This design comes from an exercise in tuning for small area on the open sky130 flow, not from production work. Only simulation tests tie the RTL to the original design; equivalence was not proved. No activity file was given, so power comes from the tool's default toggle rates.

**flow/config.mk**
```make
export PLATFORM = sky130hd
export DESIGN_NAME = traffic_light
export DESIGN_NICKNAME = traffic_light
export VERILOG_FILES = /design/flow/design.v
export SDC_FILE = /design/flow/constraint.sdc
export NUM_CORES = 4
export LEC_CHECK = 0
export CAP_MARGIN = 20
export CORE_MARGIN = 2
export CORE_UTILIZATION = 40
export SLEW_MARGIN = 20
```
**flow/run.sh**
```bash
#!/bin/bash
# synth_recipe.tcl (not shown) runs the flow's synth.tcl, then flattens the netlist and writes it again
# the make line also repeats each setting of config.mk as NAME=value (left out here)
make -C /OpenROAD-flow-scripts/flow DESIGN_CONFIG=/design/flow/config.mk WORK_HOME=/design/flow/orfs CLKGATE_MAP_FILE= SYNTH_SCRIPT=/design/flow/synth_recipe.tcl finish
```
**flow/constraint.sdc**
```tcl
create_clock -name core_clock -period 5.0 [get_ports {clk}]
set_input_delay 1.0000 -clock core_clock [delete_from_list [all_inputs] [get_ports {clk}]]
set_output_delay 1.0000 -clock core_clock [all_outputs]
set_load 0.01 [all_outputs]
```
**flow/design.v**
```verilog
module clock (
	input clk,     
	input rst_n,  
	output clk100ms,
	output tick100ms  
);
reg [23:0] cnt100ms;
reg rclk100ms;
always @(posedge clk or negedge rst_n) begin : proc_cnt100ms
	if(~rst_n) begin
		cnt100ms <= 0;
		rclk100ms <=0;
	end else begin
		if(cnt100ms == 24'd4_999) begin
			cnt100ms <= 24'd0;
			rclk100ms <= ~rclk100ms;
		end
		else
			cnt100ms <= cnt100ms + 1'd1;
	end
end
assign clk100ms = rclk100ms;
assign tick100ms = (cnt100ms == 24'd4_999) & ~rclk100ms;
endmodule
module light_control (
	input clk,     
	input ce,      
	input rst_n,   
	output Gx,Rx,Gy,Ry
);
reg rGx;
reg rGy;
reg rRx;
reg rRy;
reg [1:0] state;
reg [23:0] cnt;
parameter Tx =30;
parameter Ty = 15;
always @(posedge clk or negedge rst_n) begin : proc_cnt
	if(~rst_n) begin
		cnt <= 0;
	end else if (ce) begin
		if (cnt == (Tx+Ty)*10-1)
			cnt <= 0;
		else
			cnt <= 1'd1+cnt;
	end
end
always @(posedge clk or negedge rst_n) begin : proc_light_control
	if(~rst_n) begin
		state <= 2'd0;
		rGx <= 1'd0;
		rGy <= 1'd0;
		rRx <=1'd0;
		rRy <= 1'd0;
	end else if (ce) begin
		case (state)
			2'd0:begin 
				if(cnt == Tx * 10 - 51) begin
					state <= 2'd1;
					rGx <= 1'b0;
				end
				else
					rGx <= 1'b1;
					rRy <= 1'b1;
					rRx <= 1'b0;
					rGy <= 1'b0;
			end
			2'd1:begin 
				if(cnt == Tx*10 -1) begin
					state <= 2'd2;
					rGx <= 1'b0;
				end
				else if(cnt == Tx*10 - 6) begin 
					rGx <= 1'b1;
				end
				else if(cnt == Tx*10 - 11) begin 
					rGx <= 1'b0;
					end
				else if(cnt == Tx*10 - 16) begin 
					rGx <= 1'b1;
					end
				else if(cnt == Tx*10 - 21) begin 
					rGx <= 1'b0;
					end
				else if(cnt == Tx*10 - 26) begin 
					rGx <= 1'b1;
					end
				else if(cnt == Tx*10 - 31) begin 
					rGx <= 1'b0;
					end
				else if(cnt == Tx*10 - 36) begin 
					rGx <= 1'b1;
					end
				else if(cnt == Tx*10 - 41) begin 
					rGx <= 1'b0;
					end
				else if(cnt == Tx*10- 46) begin 
					rGx <= 1'b1;
					end
			end
			2'd2:begin 
				if(cnt == (Tx+Ty)*10-51) begin 
					state <= 2'd3;
					rGy <= 1'b0;
				end
				else begin
					rRy <=1'b0;
					rGy <= 1'b1;
					rRx <= 1'b1;
				end
			end
			2'd3:begin 
				if(cnt == (Tx+Ty)*10-1) begin
					rGy <= 1'b0;
					state <= 2'd0;
				end
				else if(cnt == (Tx+Ty)*10-6) begin 
					rGy <= 1'b1;
				end
				else if(cnt == (Tx+Ty)*10-11) begin 
					rGy<= 1'b0;
					end
				else if(cnt == (Tx+Ty)*10-16) begin 
					rGy <= 1'b1;
					end
				else if(cnt == (Tx+Ty)*10-21) begin 
					rGy <= 1'b0;
					end		
				if(cnt == (Tx+Ty)*10-26) begin
					rGy <= 1'b1;
				end
				else if(cnt == (Tx+Ty)*10-31) begin 
					rGy <= 1'b0;
				end
				else if(cnt == (Tx+Ty)*10-36) begin 
					rGy<= 1'b1;
					end
				else if(cnt == (Tx+Ty)*10-41) begin 
					rGy <= 1'b0;
					end
				else if(cnt == (Tx+Ty)*10-46) begin 
					rGy <= 1'b1;
					end
			end
			default : state <= 2'd0;
		endcase
	end
end
assign Gx = rGx;
assign Gy = rGy;
assign Rx = rRx;
assign Ry = rRy;
endmodule
module num_generate (
	input clk,     
	input ce,      
	input rst_n,  
	output [7:0]Numout,
	output test
	);
parameter Tx =30;
parameter Ty = 15;
reg [7:0] rNumout;
reg [8:0]cnt1;
reg clk1;
reg flag;
always @(posedge clk or negedge rst_n) begin : proc_Numour
	if(~rst_n) begin
		rNumout <= Tx-1;
		cnt1 <=0;
		flag <=0;
	end else if (ce) begin
		if(flag ==0) begin
			if(cnt1 == 9) begin
				cnt1 <=0;
				rNumout <=rNumout -1'b1;
			end
			else cnt1 <= cnt1 +1'b1;
			if(rNumout == 8'b11111111) begin
				rNumout <= Ty-1;
				flag <=1;
			end
		end
		else if (flag==1) begin 
			if(cnt1 == 9) begin
				cnt1 <=0;
				rNumout <=rNumout -1'b1;
			end
			else cnt1 <= cnt1 +1'b1;
			if(rNumout == 8'b11111111) begin
				rNumout <= Tx-1;
				flag <=0;
			end
		end
		end
	end
	assign Numout = rNumout;
endmodule
module number_mod_module
(
	CLK,RSTn,Number_Data,Ten_Data,One_Data
);
	input CLK;
	input RSTn;
	input [7:0]Number_Data;
	output[3:0]Ten_Data;
	output[3:0]One_Data;
	 reg [31:0]rTen;
	 reg[31:0]rOne;
	 always@(posedge CLK or negedge RSTn)
	 	if(!RSTn)
	 		begin
	 			rOne<=32'd0;
	 		end
	 	else
	 		begin
	 			rTen<=Number_Data/10;
	 			rOne<=Number_Data%10;
	 		end
	 		assign Ten_Data=rTen[3:0];
	 		assign One_Data=rOne[3:0];
	 endmodule
module smg_encoder_module
(
	CLK,RSTn,Ten_Data,One_Data,Ten_SMG_Data,One_SMG_Data
); 
	input CLK;
	input RSTn;
	input [3:0]Ten_Data;
	input [3:0]One_Data;
	output[7:0]Ten_SMG_Data;
	output[7:0]One_SMG_Data;
	parameter 
	_0=8'b1100_0000,
	_1=8'b1111_1001,
	_2=8'b1010_0100,
	_3=8'b1011_0000,
	_4=8'b1001_1001,
	_5=8'b1001_0010,
	_6=8'b1000_0010,
	_7=8'b1111_1000,
	_8=8'b1000_0000,
	_9=8'b1001_0000;
	reg[7:0] rTen_SMG_Data;
	always@(posedge CLK or negedge RSTn)
		if(!RSTn)
			begin
				rTen_SMG_Data<=8'b1111_1111;
			end
		else
			case(Ten_Data)
				4'd0:rTen_SMG_Data<=_0;
				4'd1:rTen_SMG_Data<=_1;
				4'd2:rTen_SMG_Data<=_2;
				4'd3:rTen_SMG_Data<=_3;
				4'd4:rTen_SMG_Data<=_4;
				4'd5:rTen_SMG_Data<=_5;
				4'd6:rTen_SMG_Data<=_6;
				4'd7:rTen_SMG_Data<=_7;
				4'd8:rTen_SMG_Data<=_8;
				4'd9:rTen_SMG_Data<=_9;
			endcase
		reg[7:0]rOne_SMG_Data;
		always@(posedge CLK or negedge RSTn)
			if(!RSTn)
				begin
					rOne_SMG_Data<=8'b1111_1111;
				end
			else
				case(One_Data)
				4'd0:rOne_SMG_Data<=_0;
				4'd1:rOne_SMG_Data<=_1;
				4'd2:rOne_SMG_Data<=_2;
				4'd3:rOne_SMG_Data<=_3;
				4'd4:rOne_SMG_Data<=_4;
				4'd5:rOne_SMG_Data<=_5;
				4'd6:rOne_SMG_Data<=_6;
				4'd7:rOne_SMG_Data<=_7;
				4'd8:rOne_SMG_Data<=_8;
				4'd9:rOne_SMG_Data<=_9;
			endcase
	assign Ten_SMG_Data=rTen_SMG_Data;
	assign One_SMG_Data=rOne_SMG_Data;
endmodule
module row_scan_module
(
	CLK,RSTn,Ten_SMG_Data,One_SMG_Data,Row_Scan_Sig
); 
	input CLK;
	input RSTn;
	input [7:0]Ten_SMG_Data;
	input [7:0]One_SMG_Data;
	output[7:0]Row_Scan_Sig;
	parameter T10MS=19'd999;
	reg[18:0] Count1;
	always@(posedge CLK or negedge RSTn)
		if(!RSTn)
			Count1<=19'd0;
		else if(Count1==T10MS)
			Count1<=19'd0;
		else
			Count1<=Count1+19'b1;
	reg[1:0]t;
	always @(posedge CLK or negedge RSTn)
		if(!RSTn)
			t<=2'd0;
		else if (t==2'd2)
			t<=2'd0;
		else if (Count1==T10MS)
			t<=t+1'b1;
	reg[7:0]rData;
	always@(posedge CLK or negedge RSTn)
		if(!RSTn)
			rData<=8'd0;
		else if (Count1==T10MS)
			case(t)
				2'd0:rData<=Ten_SMG_Data;
				2'd1:rData<=One_SMG_Data;
			endcase
	assign Row_Scan_Sig=rData;
endmodule
module column_scan_module
(
	CLK,RSTn,Column_Scan_Sig
); 
	input CLK;
	input RSTn;
	output [1:0] Column_Scan_Sig;
	parameter T10MS=19'd999;
	reg[18:0] Count1;
	always @ (posedge CLK or negedge RSTn)
		if(!RSTn)
			Count1<=19'd0;
		else if(Count1==T10MS)
			Count1<=19'd0;
		else
			Count1<=Count1+19'b1;
	reg[1:0]t;
	always@(posedge CLK or negedge RSTn)
		if(!RSTn)
			t<=2'd0;
		else if (t==2'd2)
			t<=2'd0;
		else if(Count1==T10MS)
			t<=t+1'b1;
	reg[1:0]rColumn_Scan;
	always@(posedge CLK or negedge RSTn)
		if(!RSTn)
			rColumn_Scan<=2'b10;
		else if(Count1==T10MS)
			case(t)
				2'd0:rColumn_Scan<=2'b10;
				2'd1:rColumn_Scan<=2'b01;
			endcase
	assign Column_Scan_Sig=rColumn_Scan;
endmodule
 module smg_scan_module
 (
 	CLK,RSTn,Ten_SMG_Data,One_SMG_Data,
 	Row_Scan_Sig,Column_Scan_Sig
 );
 	input CLK;
 	input RSTn;
 	input[7:0]Ten_SMG_Data;
 	input[7:0]One_SMG_Data;
 	output[7:0]Row_Scan_Sig;
 	output[1:0]Column_Scan_Sig;
 	row_scan_module U1
 	(
 		.CLK(CLK),
 		.RSTn(RSTn),
 		.Ten_SMG_Data(Ten_SMG_Data),
 		.One_SMG_Data(One_SMG_Data),
 		.Row_Scan_Sig(Row_Scan_Sig)
 	);
 	column_scan_module U2
 	(
 		.CLK(CLK),
 		.RSTn(RSTn),
 		.Column_Scan_Sig(Column_Scan_Sig)
 	);
 endmodule
module num_display
(
    CLK, RSTn, 
	 Number_Data,
	 Row_Scan_Sig, Column_Scan_Sig
);
    input CLK;
	 input RSTn;
	 input [7:0]Number_Data;
	 output [7:0]Row_Scan_Sig;
	 output [1:0]Column_Scan_Sig;
	 wire [3:0]Ten_Data;
	 wire [3:0]One_Data;
	 number_mod_module U1
	 (
	     .CLK( CLK ),
		  .RSTn( RSTn ),
		  .Number_Data( Number_Data ),
		  .Ten_Data( Ten_Data ), 
		  .One_Data( One_Data ) 
	 );
	 wire [7:0]Ten_SMG_Data;
	 wire [7:0]One_SMG_Data;
	 smg_encoder_module U2
	 (
	     .CLK( CLK ),
		  .RSTn( RSTn ),
		  .Ten_Data( Ten_Data ), 
		  .One_Data( One_Data ), 
		  .Ten_SMG_Data( Ten_SMG_Data ),
		  .One_SMG_Data( One_SMG_Data ) 
	 );
	 smg_scan_module U3
	 (
	     .CLK( CLK ),
		  .RSTn( RSTn ),
		  .Ten_SMG_Data( Ten_SMG_Data ), 
		  .One_SMG_Data( One_SMG_Data ), 
		  .Row_Scan_Sig( Row_Scan_Sig ), 
		  .Column_Scan_Sig( Column_Scan_Sig )
	 );
endmodule
module traffic_light (
	input clk,     
	input rst_n,   
	output [7:0]Row_Scan_Sig,
	output[1:0]Column_Scan_Sig,
	output[1:0]Column_Scan_Sig2,
	output [3:0]ledout
);
parameter Tx=30;
parameter Ty=15;
wire clk100ms;
wire tick100ms;
wire [7:0] Numout;
clock U1
(
	.clk(clk),
	.rst_n(rst_n),
	.clk100ms(clk100ms),
	.tick100ms(tick100ms)
	);
light_control #(Tx,Ty) U2
(
	.clk(clk),
	.ce(tick100ms),
	.rst_n(rst_n),
	.Gx(ledout[0]),
	.Rx(ledout[1]),
	.Gy(ledout[2]),
	.Ry(ledout[3])
	);
num_generate #(Tx,Ty) U3
(
	.clk(clk),
	.ce(tick100ms),
	.rst_n(rst_n),
	.Numout(Numout)
	);
num_display U4
(
	.CLK(clk),
	.RSTn(rst_n),
	.Number_Data(Numout),
	.Row_Scan_Sig(Row_Scan_Sig),
	.Column_Scan_Sig(Column_Scan_Sig)
	);
num_display U5
(
	.CLK(clk),
	.RSTn(rst_n),
	.Column_Scan_Sig(Column_Scan_Sig2)
	);
endmodule
```
==> flow_summary.toml, run 1 <==
[pwr]
clkPwrFrac_pct = 48.5
p_sw_uw = 591
p_sw_share_pct = 21.3
ir_drop_mv = 0.199
p_per_area_nw_per_um2 = 277
pwr-share-comb_pct = 1.3
p_int_mw = 2.18
pwr-share-seq_pct = 50.3
power_leakage_nw = 4.14

[detailed_routing]
post_drt_wl_per_cell_um = 13.4
drt-total-wl_um = 16200
firstDrtPassIters = 4
viasPerCell = 5.24
ant_nets = 0
route.vias.total = 6354
drt_iter0_markers = 326
route.detailed.drc = 0

[cells_and_area]
final_nets = 940
layout-drive-gt1-share_pct = 9.55
multi_input_area_um2 = 4460
insertedDiodeCount = 0
seqCellArea_um2 = 4300
fillers = 2043
area_growth_pct = 11.0

[logic_synthesis]
synth_edf_count = 4
synthDistinctLibCells = 80
yosysTopAreaCell = "dfrtp_1"
syn-mean-instance-area_um2 = 9.77
synth_ff_type = "dfrtp_1"
synth.yosys.warnings = 7
yosysSeqAreaShare_pct = 47.8
synth.area.top_cells = "dfrtp_1 41%, xnor2_1 7.3%, dfstp_2 5.8%, nand2_1 4.0%, nand3_1 3.7%"
synth.most_common_cell = "dfrtp_1"
synth-seq-cells = 170
netlist_area_um2 = 8990
syn_nets = 941
synthArstFlopShare_pct = 97.6
syn_inst = 920
yosys-top-cells-count = "146 x dfrtp_1, 95 x nand2_1, 82 x nor2_1, 75 x xnor2_1, 67 x nand3_1"
synth_top_area_share_pct = 40.6

[floorplanning]
rows = 54
initial_utilization_pct = 40.9
coreArea_um2 = 22000
die-area_um2 = 23700
die_h_um = 154
ios = 18
die_w_um = 154

[cts]
post_cts_buffers = 0
h-tree-depth = 4
tritoncts = "yes"
cts_made_buffers = 17
ctsResizeCount = 0
root_buffer = "clkbuf_16"
clock_path_buffers = 2
clkTransAtPathRegs_ps = 60
cts.sinks = 170
cts_hold_buffers = 0
clk_latency_ps = 430

[placement]
gp_congestion = 0.855
detailed_place_hpwl_um = 10900
pre_cts_ws_ps = 1780
port_buffers = 17

[sta]
tightest_slew_ps = 987
slew_headroom_pct = 33.7
setup_tns_ps = 0
finalHoldViolations = 0
setup-violations-final = 0
fmax_ghz = 0.309
fin_ws_ps = 1760
maxSlewViolCount = 0
grt_setup_unrepaired = "false"
clock_skew_ps = 17.3
fin_crit_sh_pct = 64.7
min_period_ps = 3240

[critical_path]
slowest_stage = "dfrtp_1"
critPathKind = "reg -> reg"
critical_path_buf_inv_count = 1
start_kind = "flip-flop"
max_stage_delay_ps = 540
critical-path-top-delay-family = "compound AO/OA/AOI/OAI gates"
path_cells = "nor2_2 > inv_1 > ha_1 > nand2b_1 > o21ai_1 > nand2_2 > a221oi_1 > nand2_1 > o21ai_2 > maj3_1 > o211ai_1 > o211a_1"
path_max_fanout = 16
critPathArrivalTime_ps = 3550
critPathRequiredTime_ps = 5310
r2r_slack_ps = 1760
worstSetupEndpointType = "flip-flop"

[global_route]
first_global_vias = 5988
grt_util_all_layers_pct = 14.5
gr-total-overflow = 0
grt_antenna_before_repair = 0
grt_max_degree = 99
grt_first_pass_wirelength_um = 28700

[outcome]
status = "complete, no violations"

[min_path]
worstHoldPathType = "reg -> reg"

[job]
max_cap_violations = 0
-- final timing paths --
check / startpoint / to / cells after the start
max: U3.rNumout[5] / U4.U1.rOne[3] / 12
min: U3.rNumout[0] / U4.U1.rOne[0] / 0
max reg2reg: U3.rNumout[5] / U4.U1.rOne[3] / 12
min reg2reg: U3.rNumout[0] / U4.U1.rOne[0] / 0
max in group asynchronous: rst_n / asynchronous set/reset pin / 2
min in group asynchronous: rst_n / U4.U3.U2.rColumn_Scan[0] / 1
-- layer usage --
layer | GRT usage, % | vias up | part of all wire [%]
li1 | - | 3238 | -
met2 | 22.7 | 82 | 45
met3 | 2.99 | 18 | 2.7
met1 | 20.4 | 3016 | 51
met5 | 0 | - | 0
met4 | 4.36 | 0 | 1.2
-- stage by stage --
stage / cells / cell area, µm² / power (mW) / util, % / hold slack (ps)
2_1_floorplan: 920 / 8990 / 1.42 / - / 413
3_3_place_gp: 1180 / 9360 / 1.45 / 42.6 / 429
3_5_place_dp: 1180 / 9370 / 1.45 / 42.7 / 433
4_1_cts: 1212 / 9970 / 2.81 / 45.4 / 436
5_1_grt: 1212 / 9980 / 2.87 / 45.4 / 449
6_report: 1212 / 9980 / 2.77 / 45.4 / 432
-- area by class of cell --
type / count / share of cell area, %
Multi-Input combinational cell: 691 / 44.7
Sequential cell: 170 / 43.1
Clock buffer: 17 / 4.26
Tap cell: 280 / 3.51
Timing Repair Buffer: 20 / 1.94
Clock inverter: 15 / 1.76
Inverter: 19 / 0.715
-- placed cells by master (no fill, tap or decap), types with 6 or more instances in the layout --
cell and count:
dfrtp_1 146, nand2_1 95, nor2_1 82, xnor2_1 75
nand3_1 67, xor2_1 38, a21oi_1 32, o21ai_0 31
nor3_1 25, and3_1 23, nand4_1 22, dfstp_2 20
ha_1 19, inv_1 18, clkbuf_16 17, clkdlybuf4s50_1 16
nor4_1 15, mux2i_1 15, nand2b_1 11, nor2b_1 11
and2_1 8, a22o_1 8, o31ai_1 7, a31oi_1 6
-- worst register-to-register path, stage by stage (launching register included) --
cell and delay [ps]:
dfrtp_1 540, nor2_2 310, inv_1 70, ha_1 310
nand2b_1 230, o21ai_1 360, nand2_2 170, a221oi_1 300
nand2_1 130, o21ai_2 250, maj3_1 240, o211ai_1 90
o211a_1 140
-- registers in the layout (all words and copies together), names as in the netlist, 7 cells and up, named ones only --
| name | flops |
|---|---|
| U4.U3.U2.Count1 | 19 |
| U1.cnt100ms | 24 |
| U4.U2.rOne_SMG_Data | 7 |
| U3.cnt1 | 9 |
| U4.U2.rTen_SMG_Data | 7 |
| U4.U3.U1.Count1 | 19 |
| U5.U3.U2.Count1 | 19 |
| U2.cnt | 24 |
| U4.U3.U1.rData | 8 |
-- power by group through the flow --
stage,logic (mW),clock network (mW),registers [mW]
2_1_floorplan,0.00918,0,1.41
3_3_place_gp,0.0382,0,1.42
3_5_place_dp,0.0383,0,1.42
4_1_cts,0.0383,1.38,1.39
5_1_grt,0.0427,1.44,1.39
6_report,0.0351,1.34,1.39
-- cells by family after synthesis --
logic type      after synthesis  synth area share (%)
compound gates              134                  9.94
xor+xnor                    113                  11.0
fa+ha+maj                    21                  2.88
buf+inv                      59                  2.78
flops                       170                  47.8
mux                          20                  2.30
simple gates                403                  23.3
==> inputs of run 2 (changes only) <==
==> flow/design.v (replaced) <==
module traffic_light (
	input clk,     
	input rst_n,   
	output [7:0]Row_Scan_Sig,
	output[1:0]Column_Scan_Sig,
	output[1:0]Column_Scan_Sig2,
	output [3:0]ledout
);
reg [9:0] f;
reg [3:0] s;
reg [3:0] r;
reg ph;           
reg [1:0] t;      
reg [3:0] o;      
wire st = (f == 10'b1000111000);
wire fb = f[9] ^ f[6] ^ st;
wire s9 = (s == 4'd9);
wire adv = st & s9;
wire r9 = (r == 4'd9);
wire rl = (r == 4'd0) & (t == 2'd3);
wire [3:0] nr = r9 ? 4'd0 : r + 4'd1;
wire nph = rl ? ~ph : ph;
wire [1:0] nt = r9 ? ((o == 4'd0) ? t - 2'd1 : t) : rl ? (ph ? 2'd2 : 2'd1) : t;
wire [3:0] no = r9 ? ((o == 4'd0) ? 4'd9 : o - 4'd1) : rl ? (ph ? 4'd9 : 4'd4) : o;
always @(posedge clk or negedge rst_n) begin
	if (~rst_n) begin
		f <= 10'b0001110000;
		s <= 4'd4;
		r <= 4'd0;
		ph <= 1'b0;
		t <= 2'd2;
		o <= 4'd9;
	end else begin
		f <= {f[8:0], fb};
		if (st)
			s <= s9 ? 4'd0 : s + 4'd1;
		if (adv) begin
			r <= nr;
			ph <= nph;
			t <= nt;
			o <= no;
		end
	end
end
wire first = (r == 4'd0) & (t == 2'd2) & (o == 4'd9);
wire k0 = first & (s == 4'd4);
wire odd = s[0];
wire lph = s9 ? nph : ph;
wire [1:0] lt = s9 ? nt : t;
wire [3:0] lo = s9 ? no : o;
wire [3:0] lr = s9 ? nr : r;
wire lfirst = first & ~s9;
wire ge5 = (lt != 2'd3) & ((lt != 2'd0) | (lo >= 4'd5) | (lr >= 4'd5));
assign ledout[0] = ~lph & ge5 & ~lfirst;   
assign ledout[1] = lph;                    
assign ledout[2] = lph & ge5;              
assign ledout[3] = ~lph & ~lfirst;         
wire [3:0] d = odd ? ((t == 2'd3) ? 4'd9 : {2'b00, t}) : ((t == 2'd3) ? 4'd5 : o);
reg [7:0] seg;
always @(*) begin
	case (d)
		4'd0: seg = 8'b1100_0000;
		4'd1: seg = 8'b1111_1001;
		4'd2: seg = 8'b1010_0100;
		4'd3: seg = 8'b1011_0000;
		4'd4: seg = 8'b1001_1001;
		4'd5: seg = 8'b1001_0010;
		4'd6: seg = 8'b1000_0010;
		4'd7: seg = 8'b1111_1000;
		4'd8: seg = 8'b1000_0000;
		default: seg = 8'b1001_0000;
	endcase
end
assign Row_Scan_Sig = k0 ? 8'h00 : seg;
assign Column_Scan_Sig = (odd | k0) ? 2'b10 : 2'b01;
assign Column_Scan_Sig2 = Column_Scan_Sig;
endmodule
==> flow_summary.toml, run 2 <==
[logic_synthesis]
synth_ff_type = "dfrtp_1"
syn_inst = 184
syn-mean-instance-area_um2 = 9.02
synth-seq-cells = 25
synth.yosys.warnings = 1
synthDistinctLibCells = 50
synthArstFlopShare_pct = 100
yosysTopAreaCell = "dfrtp_1"
yosys-top-cells-count = "18 x dfrtp_1, 16 x nand2_1, 13 x a21oi_1, 13 x nor2_1, 10 x inv_1"
syn_nets = 193
synth_top_area_share_pct = 27.1
synth_edf_count = 0
yosysSeqAreaShare_pct = 38.2
synth.most_common_cell = "dfrtp_1"
synth.area.top_cells = "dfrtp_1 27%, dfstp_2 11%, ha_1 5.3%, a21oi_1 3.9%, nand2_1 3.6%"
netlist_area_um2 = 1660

[cells_and_area]
area_growth_pct = 12.4
layout-drive-gt1-share_pct = 11.5
fillers = 390
final_common_cell = "dfrtp_1"
seqCellArea_um2 = 634
layout_common_cells = "18 x dfrtp_1, 16 x nand2_1, 16 x clkdlybuf4s50_1"
final_cells = 241
multi_input_area_um2 = 902
finish.utilization_pct = 46.6
insertedDiodeCount = 0
regMostFlops = "f"
final_nets = 201
finish.instance_area_um2 = 1870
largest_register_ffs = 10

[job]
max_cap_violations = 0

[cts]
tritoncts = "yes"
h-tree-depth = 1
clock_path_buffers = 2
post_cts_buffers = 0
cts.sinks = 25
ctsResizeCount = 0
clk_latency_ps = 270
cts_made_buffers = 3
clkTransAtPathRegs_ps = 90
root_buffer = "clkbuf_8"
cts_hold_buffers = 0

[global_route]
grt_util_all_layers_pct = 16.7
grt_max_degree = 26
grt_first_pass_wirelength_um = 5940
gr-total-overflow = 0
grt_antenna_before_repair = 0
first_global_vias = 1280

[critical_path]
critical-path-top-delay-family = "adder cells"
critPathRequiredTime_ps = 4000
slowest_stage = "a211oi_1"
path_cells = "ha_1 > a211oi_1 > inv_1 > ha_1 > nor3_1 > clkdlybuf4s50_1"
critical_path_buf_inv_count = 2
cp_common_cell = "ha_1"
critPathKind = "reg -> out"
worstSetupEndpointType = "primary output"
start_kind = "flip-flop"
critPathArrivalTime_ps = 3050
path_max_fanout = 13
max_stage_delay_ps = 610

[pwr]
p_per_area_nw_per_um2 = 175
ir_drop_mv = 0.133
power_leakage_nw = 0.769

[sta]
finalHoldViolations = 0
fin_crit_sh_pct = 81.0
tightest_slew_ps = 688
grt_setup_unrepaired = "false"
setup-violations-final = 0
fmax_ghz = 0.247
min_period_ps = 4050
slew_headroom_pct = 53.9
setup_tns_ps = 0
maxSlewViolCount = 0
clock_skew_ps = 6.66

[detailed_routing]
ant_nets = 0
post_drt_wl_per_cell_um = 14.2
viasPerCell = 5.63
firstDrtPassIters = 4
drt_iter0_markers = 90
route.vias.total = 1358
drt-total-wl_um = 3420
route.detailed.drc = 0

[floorplanning]
die_w_um = 68.4
die_h_um = 68.4
initial_utilization_pct = 41.5
rows = 23
coreArea_um2 = 4000
die-area_um2 = 4680
ios = 18

[placement]
detailed_place_hpwl_um = 2550
placed_cells = 237
gp_congestion = 0.802
post_dp_cell_area_um2 = 1820
port_buffers = 17

[min_path]
worstHoldPathType = "reg -> reg"

[outcome]
status = "complete, no violations"
## run 2: layout make-up
class	instances	share of cell area, %
Clock buffer	3	2.21
Sequential cell	25	34.0
Clock inverter	1	0.402
Timing Repair Buffer	19	9.66
Inverter	10	2.01
Tap cell	50	3.35
Multi-Input combinational cell	133	48.4
## run 2: final timing paths
kind	cells past startpoint	startpoint	slack (ps)	to
worst min register to register	0	f[5]	370	f[6]
worst max-delay path	6	t[0]	950	Row_Scan_Sig[1]
min in group asynchronous	1	rst_n	710	r[3]
max in group asynchronous	1	rst_n	3910	o[0]
worst min-delay path	0	f[5]	370	f[6]
worst max register to register	5	f[7]	2900	o[3]
## run 2: metrics by stage
stage	total power, mW	setup slack, ps	hold WS (ps)
global placement	0.211	1410	357
global route	0.342	737	377
detailed placement	0.211	1270	358
CTS	0.332	953	371
finish	0.326	949	369
floorplan	0.206	2040	347
## run 2: kinds of logic after synthesis
family                     after synthesis  synth area share (%)
AOI/OAI and AO/OA                       44                  16.8
xor gates and xnor gates                 6                  3.17
adders and majority gates                7                  5.28
buffers and inverters                   26                  7.39
DFF                                     25                  38.2
muxes                                    4                  2.56
and+or+nand+nor                         72                  26.5
## run 2: worst register-to-register path, delay by kind of cell, from the launching register on
family / cells / cell delay, ps
simple gates: 4 / 1520
compound gates: 1 / 140
flops: 1 / 390
## run 2: layer usage
metal  up-vias  part of all wire (%)  global-route usage, %
met1       662                    47                   21.5
met4         0                   1.0                   4.00
met3         6                   3.0                   3.78
met2        27                    49                   28.2
li1        663                     -                      -
met5         -                     0                      0
## run 2: where the power goes
| part | total, mW | leakage (nW) | switching [mW] | internal [mW] |
|---|---|---|---|---|
| clock network | 0.119 | 0.0217 | 0.0631 | 0.0564 |
| registers | 0.202 | 0.324 | 0 | 0.202 |
| logic | 0.00402 | 0.423 | 0.00374 | 0.000279 |

-- what the ideal ports hide --
The flow's constraints put no driver on any port. The routed layouts listed below were extracted and timed again, unchanged, in two steps. Step 1 (the two cells are an assumption about what drives the block):
set clk [get_ports {clk}]
set_driving_cell -lib_cell sky130_fd_sc_hd__clkbuf_16 $clk
set_driving_cell -lib_cell sky130_fd_sc_hd__buf_2 [delete_from_list [all_inputs] $clk]
Step 2, shift: input delay + t, output delay - t, t = (earliest + latest rising clock arrival at the registers) / 2. This alone moves slack from input paths to output paths. a / b / c = ideal / step 1 / step 2; a / b = the first two.
run	shift t [ns]	setup slack, ns	clock arrival spread, ns	worst register clock-pin slew, ns	worst data-port slew with drivers (ns)
run 1	0.470	1.763 / 1.763 / 1.763	0.018 / 0.018	0.08 / 0.08	0.04
run 2	0.288	0.949 / 0.925 / 1.213	0.007 / 0.006	0.09 / 0.09	0.03
After both steps setup and hold are still met in every run listed.
